From an optimization exercise on the open Yosys and OpenROAD flow, aimed at small area, a short achievable clock period and few clock cycles; shortcuts taken in it are not production practice.
RTL that was checked went through simulation tests only; none was proved equivalent to the original.

## M1
module M1 (
   input  logic         Clock,
   input  logic         Resetn,
   input  logic         start,
   output logic         done,
   input  logic  [15:0] SRAM_read_data,
   output logic  [17:0] SRAM_address,
   output logic  [15:0] SRAM_write_data,
   output logic         SRAM_we_n
);
Size: roughly 2,400 cells after synthesis, roughly 55 I/O pins, about 27,000 um2 of cells after synthesis.
export LEC_CHECK = 0
export ABC_CLOCK_PERIOD_IN_PS = 4000
export CAP_MARGIN = 20
export CORE_MARGIN = 2
export CORE_UTILIZATION = 55
export SETUP_SLACK_MARGIN = 5
export SLEW_MARGIN = 20
create_clock -name core_clock -period 14.0 [get_ports {Clock}]
standard.sh (not shown) runs the stock make flow with config.mk's settings and CLKGATE_MAP_FILE= SYNTH_SCRIPT=/design/flow/synth_recipe.tcl, a recipe that flattens the netlist after the stock synthesis.
==> flow/flow/run.sh <==
#!/bin/bash
set -euo pipefail
bash standard.sh SETUP_SLACK_MARGIN=9 finish > standard_make.log 2>&1
==> next run, changes <==
==> flow/flow/run.sh (replaced) <==
#!/bin/bash
set -euo pipefail
bash standard.sh SETUP_SLACK_MARGIN=7 finish > standard_make.log 2>&1
Outcome:
- final cell count went down by 2.7%
- sequential share of layout area went up by 2.3 points
- setup slack degrades by 0.62 ns
- cell area went down by 6.6%
- first-iteration DRC count went up by 5.3%
- count of clock-buffer cells in the layout went down by 6
- area after synthesis stays the same
- via count went down by about 3%
==> next run, changes <==
==> flow/run.sh (new file) <==
#!/bin/bash
# synth_recipe.tcl (not shown) runs the flow's synth.tcl, then flattens the netlist and writes it again
# the make line also repeats each setting of config.mk as NAME=value (left out here)
make -C /OpenROAD-flow-scripts/flow DESIGN_CONFIG=/design/flow/config.mk WORK_HOME=/design/flow/orfs CLKGATE_MAP_FILE= SYNTH_SCRIPT=/design/flow/synth_recipe.tcl finish
removed: flow/flow/run.sh
removed: flow/standard.sh
- The changed run finished with timing, DRC and antenna clean
- synthesized cell count stays the same
- routed wire length came out lower by 0.50%
- hold slack gets worse by 0.0031 ns
- clock-buffer cell count came out higher by 3
- clock skew came out higher by 0.0094 ns
No run of this note included a check of the RTL's function; only the layout flow was run.

========
== run A ==
Another version of the RTL of M1 (not shown whole).
For scale: ~2100 cells after synthesis, about 430 flip-flops, roughly 55 I/O pins, about 26000 um^2 of cells after synthesis.
Settings: LEC_CHECK=0, ABC_CLOCK_PERIOD_IN_PS=4000, CAP_MARGIN=20, CORE_MARGIN=2, CORE_UTILIZATION=65, CTS_CLUSTER_DIAMETER=60, CTS_CLUSTER_SIZE=25, SETUP_SLACK_MARGIN=5, SLEW_MARGIN=20, SYNTH_HIERARCHICAL=1, TNS_END_PERCENT=20; clock period 14.0 ns.
==> flow/flow/run.sh <==
#!/bin/bash
set -euo pipefail
bash standard.sh SETUP_SLACK_MARGIN=10 finish > standard_make.log 2>&1
Testbench counts of run A, summed over its fixed seeds: cycles 431,172.
The following lists how run B was set up differently from run A:
- CTS_CLUSTER_DIAMETER changed from 60 to 65
- CTS_CLUSTER_SIZE changed from 25 to 30
- TNS_END_PERCENT removed (was 20)
## What came out
- Status: post-route clock period utilization parity (run B, run A)
- [compare] base=run A new=run B: post-route worst hold slack decreased 0.0088 ns; overall routed net length increased 680 um.
- Latest clock arrival within the worst-skew pair delta (run B -> run A): insignificant
- STATUS worst slack at placement: run B loses against run A
- Run comparison: run B highest routed metal layer met4; run A highest routed metal layer met5
## Diff of input files: run C against run B
- CTS_CLUSTER_SIZE now 25, was 30
- CTS_CLUSTER_DIAMETER now 60, was 65
Findings:
Final number of setup-violating endpoints: run B vs run C identical
The net count of the finished layout was comparable across run B and run C.
The maximum clock rate on run B is in line with that on run C.
Re global-route wire length before repair: run B and run C aren't equal, and the higher value belongs to run B.
Run C has first-iteration DRC count above what run B had.
Summary of run C over run B: met1 wire length saw a decrease, sequential cell area neither gained nor lost much, wire length went down.
Between run C and run B, it is run C whose post-layout minimum cycle time is lower, by 0.0056 ns.
Run C vs run B, slowest library cell on the worst path: sky130_fd_sc_hd__dfxtp_1 vs sky130_fd_sc_hd__dfxtp_2
Global-route usage: run C vs run B, no meaningful difference
Input changes introduced in run D (baseline for comparison: run C):
- TNS_END_PERCENT: unset -> 50
==> results.txt <==
Comparing run C with run D, the routing usage on met2 came out essentially unchanged. The run showing the smaller achievable clock frequency is run D. A capture point of the worst path of SRAM_address[5] is what run D shows, while SRAM_address[4] belongs to run C. As far as first-pass GRT wire length is concerned, run C and run D perform about the same.
diff inputs: run D => run E
- TNS_END_PERCENT no longer set, was 50
==> flow/flow/run.sh <==
#!/bin/bash
set -euo pipefail
bash standard.sh SETUP_SLACK_MARGIN=10.3 finish > standard_make.log 2>&1
Diff run D and run E: setup slack lower in run D
Any difference in ratio of final minimum period to clock period between run D and run E is small enough to ignore.
The width of the die was comparable across run D and run E.

========
Setup of nickel:
Another version of the RTL of M1 (not shown whole).
Size in the first run: about 450 flip-flops.
clock: 14.0 ns
lec_check: 0
abc_area: 1
abc_clock_period_in_ps: 4000
cap_margin: 20
core_margin: 2
core_utilization: 65
cts_buf_list: sky130_fd_sc_hd__clkbuf_4 sky130_fd_sc_hd__clkbuf_8
setup_slack_margin: 5
slew_margin: 20
synth_hierarchical: 1
==> flow/flow/run.sh <==
#!/bin/bash
set -euo pipefail
bash standard.sh SETUP_SLACK_MARGIN=10 finish > standard_make.log 2>&1
## Diff of input files: harbor against nickel
-- flow/config.mk --
<<< nickel, line 8
export ABC_AREA = 1
export ABC_CLOCK_PERIOD_IN_PS = 4000
>>> harbor, line 8
export ABC_CLOCK_PERIOD_IN_PS = 7000
Results
In harbor relative to nickel, routability congestion estimate from global placement had gone down slightly.
harbor against nickel: clock skew shrank by 0.0038 ns.
[compare] base=nickel new=harbor: total core area essentially unchanged, total wire length after detailed routing went down.
Setup slack: harbor less than nickel
The maximum frequency was comparable across harbor and nickel.
Largest stage delay on the critical path is lower on harbor
Changes in garnet relative to harbor:
-- flow/config.mk --
<<< harbor, line 8
export ABC_CLOCK_PERIOD_IN_PS = 7000
>>> garnet, line 8
export ABC_CLOCK_PERIOD_IN_PS = 4000
<<< harbor, line 11
export CORE_UTILIZATION = 65
>>> garnet, line 11
export CORE_UTILIZATION = 55
Findings:
harbor → garnet: via count went down by 98, maximum operating frequency went down by about 1.9%.
harbor ended up with SRAM_we_n as its worst setup path endpoint; garnet ended up with done.
Diff harbor..garnet | total standard cell area after synthesis | negligible
No run of this note included a check of the RTL's function; only the layout flow was run.

[afterwards: timing with drivers on the ports]
In the flow no input, the clock included, has a driving cell. The finished layouts below were timed again as built, in two steps.
Step 1 sets driving cells, clkbuf_16 on the clock port and buf_2 on the other inputs (assumed; they add their load-dependent delay and slew).
Step 2 moves the port delays by t, midway between the first and last clock arrival at a register: inputs arrive t later, outputs are due t later. That takes back most of the time a late clock gives input paths.
Slacks: ideal / step 1 / step 2; pairs: ideal / step 1.
| run | shift t [ns] | slack for setup (ns) | clock arrival spread, ns | worst slew at a driven data input, ns |
|---|---|---|---|---|
| the first run of note 1 | 0.621 | 8.075 / 8.075 / 8.075 | 0.035 / 0.035 | 0.03 |
| the second run of note 1 | 0.621 | 7.452 / 7.452 / 7.452 | 0.025 / 0.026 | 0.03 |
| the third run of note 1 | 0.623 | 7.136 / 7.136 / 7.136 | 0.035 / 0.036 | 0.03 |
| run A | 0.666 | 10.018 / 9.964 / 9.675 | 0.041 / 0.040 | 0.04 |
| run B | 0.667 | 10.026 / 9.971 / 9.696 | 0.047 / 0.047 | 0.04 |
| run C | 0.674 | 10.032 / 9.974 / 9.671 | 0.018 / 0.018 | 0.04 |
| run D | 0.666 | 10.018 / 9.964 / 9.675 | 0.041 / 0.040 | 0.04 |
| run E | 0.663 | 10.023 / 9.968 / 9.763 | 0.024 / 0.024 | 0.04 |
| nickel | 0.712 | 10.023 / 9.977 / 9.342 | 0.033 / 0.034 | 0.12 |
| harbor | 0.706 | 10.012 / 9.958 / 9.448 | 0.029 / 0.029 | 0.04 |
| garnet | 0.714 | 9.936 / 9.880 / 9.401 | 0.049 / 0.049 | 0.07 |
After both steps every run listed still meets setup and hold. The setup slack of nickel, which loses most, moves by -0.046 ns with the drivers and by -0.681 ns with both steps.
